This is an optimization exercise on Yosys and OpenROAD, whose aim is small area, a short achievable clock period and few clock cycles per item, not a production implementation. Where RTL was checked, it was by simulation tests only, not by an equivalence proof against the original.

## v10
==> flow/design.v (excerpt) <==
module friet_ae_32_bits(clk, arstn, din, din_valid, din_ready, dout, dout_valid, dout_ready);
clock: 5.0 ns
lec_check: 0
abc_area: 1
cap_margin: 20
core_margin: 2
core_utilization: 55
place_density: 0.7
setup_slack_margin: 2.85
slew_margin: 20
run.sh (not shown) runs the stock make flow with config.mk's settings and CLKGATE_MAP_FILE= SYNTH_SCRIPT=/design/flow/synth_recipe.tcl, a recipe that flattens the netlist after the stock synthesis.
v10 closes out successfully: all stages finished, all timing, DRC and antenna checks passed.
Testbench counts of v10, summed over its fixed seeds: cycles 192,210, bytes 106,199.
Edits applied to the flow inputs when going from v10 to v7:
Settings: SETUP_SLACK_MARGIN now 2.9, was 2.85; CORE_UTILIZATION now 40, was 55; PLACE_DENSITY no longer set, was 0.7; ABC_AREA no longer set, was 1.
--- outcome ---
In summary, v7 completed successfully, with a layout that passed the timing, DRC and antenna checks.
v7 vs v10 — synthesized cell count dropped by a few percent
[v7 vs v10] global-route wire length before repair: higher in v7
Routed wire length: v10 and v7 compared, lower one is v10
v7 vs v10 on sequential share of layout area: v7 is the lower one.
Re post-placement cell count: v10 and v7 aren't equal, and the higher value belongs to v7.
Input-level comparison between v34 and v7:
Settings: PLACE_DENSITY now 0.8, previously not set; CORE_UTILIZATION now 65, was 40; ABC_AREA now 1, previously not set.
==> results.txt <==
Diff v7 -> v34: worst setup slack now larger; number of inserted diodes now larger; portion of the post-synthesis area used by sequential elements now larger; first-iteration DRC count now larger; xor and xnor fraction of the mapped netlist area now smaller. Relative to v7, the cell area of v34 is lower by 0.0045 mm2.
diff inputs: v34 => v32
Settings: clearing PLACE_DENSITY, which used to be 0.8; swapping 65 for 40 in CORE_UTILIZATION.
## What came out
v32 finished all stages; the layout is clean.
v32 ended up with a higher number of ordinary and repair buffers in the finished layout than v34 did.
Comparing v34 and v32, average detailed-routed wire length per instance is lower on v32.
STATUS design area: v32 loses against v34
The following lists how v52 was set up differently from v32:
Settings: changing SETUP_SLACK_MARGIN from 2.9 to 2.7; changing CORE_UTILIZATION from 40 to 55; setting PLACE_DENSITY to 0.7 for the first time.
==> comparison <==
v52 ran to completion and came out clean on the timing, DRC and antenna checks. v52 ended up with state[75] as its critical path endpoint; v32 ended up with din_ready. Against v32, v52 comes in 0.12 ns higher on time the final worst path needs with I/O delays and setup. v52 vs v32: first-pass GRT wire length down in v52. [v52] data arrival time of the worst path rose 1.63 ns relative to v32. From v32 to v52 the numbers moved as follows: number of clock buffers in the layout fell 15%, core occupancy in the finished layout +14 points, remaining global-route overflow held steady.

Starting RTL as in the previous note.
clock: 5.0 ns
lec_check: 0
abc_area: 1
cap_margin: 20
core_margin: 2
core_utilization: 55
place_density: 0.7
setup_slack_margin: 2.9
slew_margin: 20
The first run finished with timing, DRC and antenna clean.
Testbench counts at the start, summed over its fixed seeds: cycles 192,210, bytes 106,199.
Edit:
Settings changed: CORE_UTILIZATION 55 to 40, PLACE_DENSITY 0.7 to not set, SETUP_SLACK_MARGIN 2.9 to 3.1.
Effect: The new run finished clean. Maximum frequency decreases by 0.49%. Routed wire length grows by 19%. Register-to-register slack is about the same. Design area increases by 14%. First-iteration DRC count rises by 4.6%. Die area went up by 37%. Hold slack gains 0.0071 ns.
Edit:
Settings changed: CORE_UTILIZATION 40 to 50, PLACE_DENSITY set to 0.65, SETUP_SLACK_MARGIN 3.1 to 2.8.
Clock skew hardly moves.
Maximum frequency grows slightly.
Edit:
Settings changed: CORE_UTILIZATION 50 to 55, PLACE_DENSITY 0.65 to 0.7.
Outcome: Fmax increases by 0.70%. Design area barely changes. Critical path depth stays the same.

## the previous run
friet_ae_32_bits, a different RTL version from the one above (not shown whole).
Size: ~600 flip-flops, roughly 70 I/O pins, ~34000 sq um of cells after synthesis.
Settings: LEC_CHECK=0, ABC_AREA=1, CAP_MARGIN=20, CORE_MARGIN=2, CORE_UTILIZATION=40, SETUP_SLACK_MARGIN=2.9, SLEW_MARGIN=20; clock period 5.0 ns.
## Diff of input files: the current run against the previous run
Settings: swapping 2.9 for 2.7 in SETUP_SLACK_MARGIN.
--- outcome ---
- Critical path class: register to register -> the current run, register to output pin -> the previous run
- Going from the previous run to the current run, wire length reported by the detailed router has decreased; number of vias after detailed routing has decreased.
- The critical path depth in the current run sits 5 above the value recorded for the previous run.
- The standard cell area after detailed placement was comparable across the previous run and the current run.
- The previous run reports its start point of the critical path as din_ready_q$_DFF_PN1_ while the current run reports busy$_DFFE_PN0P_.
No functional check of the RTL was part of any run of this note.

-- port drivers added, routing unchanged --
The results above use ideal ports. As a check the final layouts listed here were re-extracted and re-timed, cells and wires unchanged. Step 1 (the two cells are an assumption about what drives the block):
set clk [get_ports {clk}]
set_driving_cell -lib_cell sky130_fd_sc_hd__clkbuf_16 $clk
set_driving_cell -lib_cell sky130_fd_sc_hd__buf_2 [delete_from_list [all_inputs] $clk]
Step 2 times the ports against the registers' clock, not the clock port: input delays grow and output delays shrink by t, the midpoint of the rising clock arrivals with the driver on. Three values: no drivers, after step 1, after step 2; two values: the first two.
run	shift t [ns]	setup slack, ns	hold slack, ns	worst register clock-pin slew, ns	worst data-port slew with drivers (ns)
v10	0.701	2.731 / 2.660 / 2.272	0.403 / 0.403 / 0.403	0.07 / 0.07	0.04
v7	0.691	2.606 / 2.606 / 2.027	0.407 / 0.407 / 0.407	0.07 / 0.07	0.05
v34	0.697	2.709 / 2.644 / 2.304	0.410 / 0.410 / 0.410	0.07 / 0.07	0.03
v32	0.695	2.741 / 2.672 / 2.272	0.402 / 0.402 / 0.402	0.07 / 0.07	0.04
v52	0.695	2.619 / 2.619 / 2.097	0.406 / 0.406 / 0.406	0.06 / 0.06	0.03
the first run of note 2	0.700	2.724 / 2.658 / 2.323	0.404 / 0.404 / 0.404	0.07 / 0.07	0.04
the second run of note 2	0.718	2.713 / 2.643 / 2.307	0.411 / 0.411 / 0.411	0.07 / 0.07	0.05
the third run of note 2	0.704	2.729 / 2.660 / 2.241	0.402 / 0.402 / 0.402	0.07 / 0.07	0.03
the fourth run of note 2	0.685	2.745 / 2.677 / 2.219	0.403 / 0.403 / 0.403	0.07 / 0.07	0.03
the previous run	0.688	2.734 / 2.671 / 2.423	0.353 / 0.350 / 0.353	0.07 / 0.07	0.06
the current run	0.688	2.621 / 2.621 / 2.133	0.357 / 0.357 / 0.357	0.07 / 0.07	0.07
After both steps setup and hold are still met in every run listed. The setup slack of v7, which loses most, moves by 0.000 ns with the drivers and by -0.579 ns with both steps.
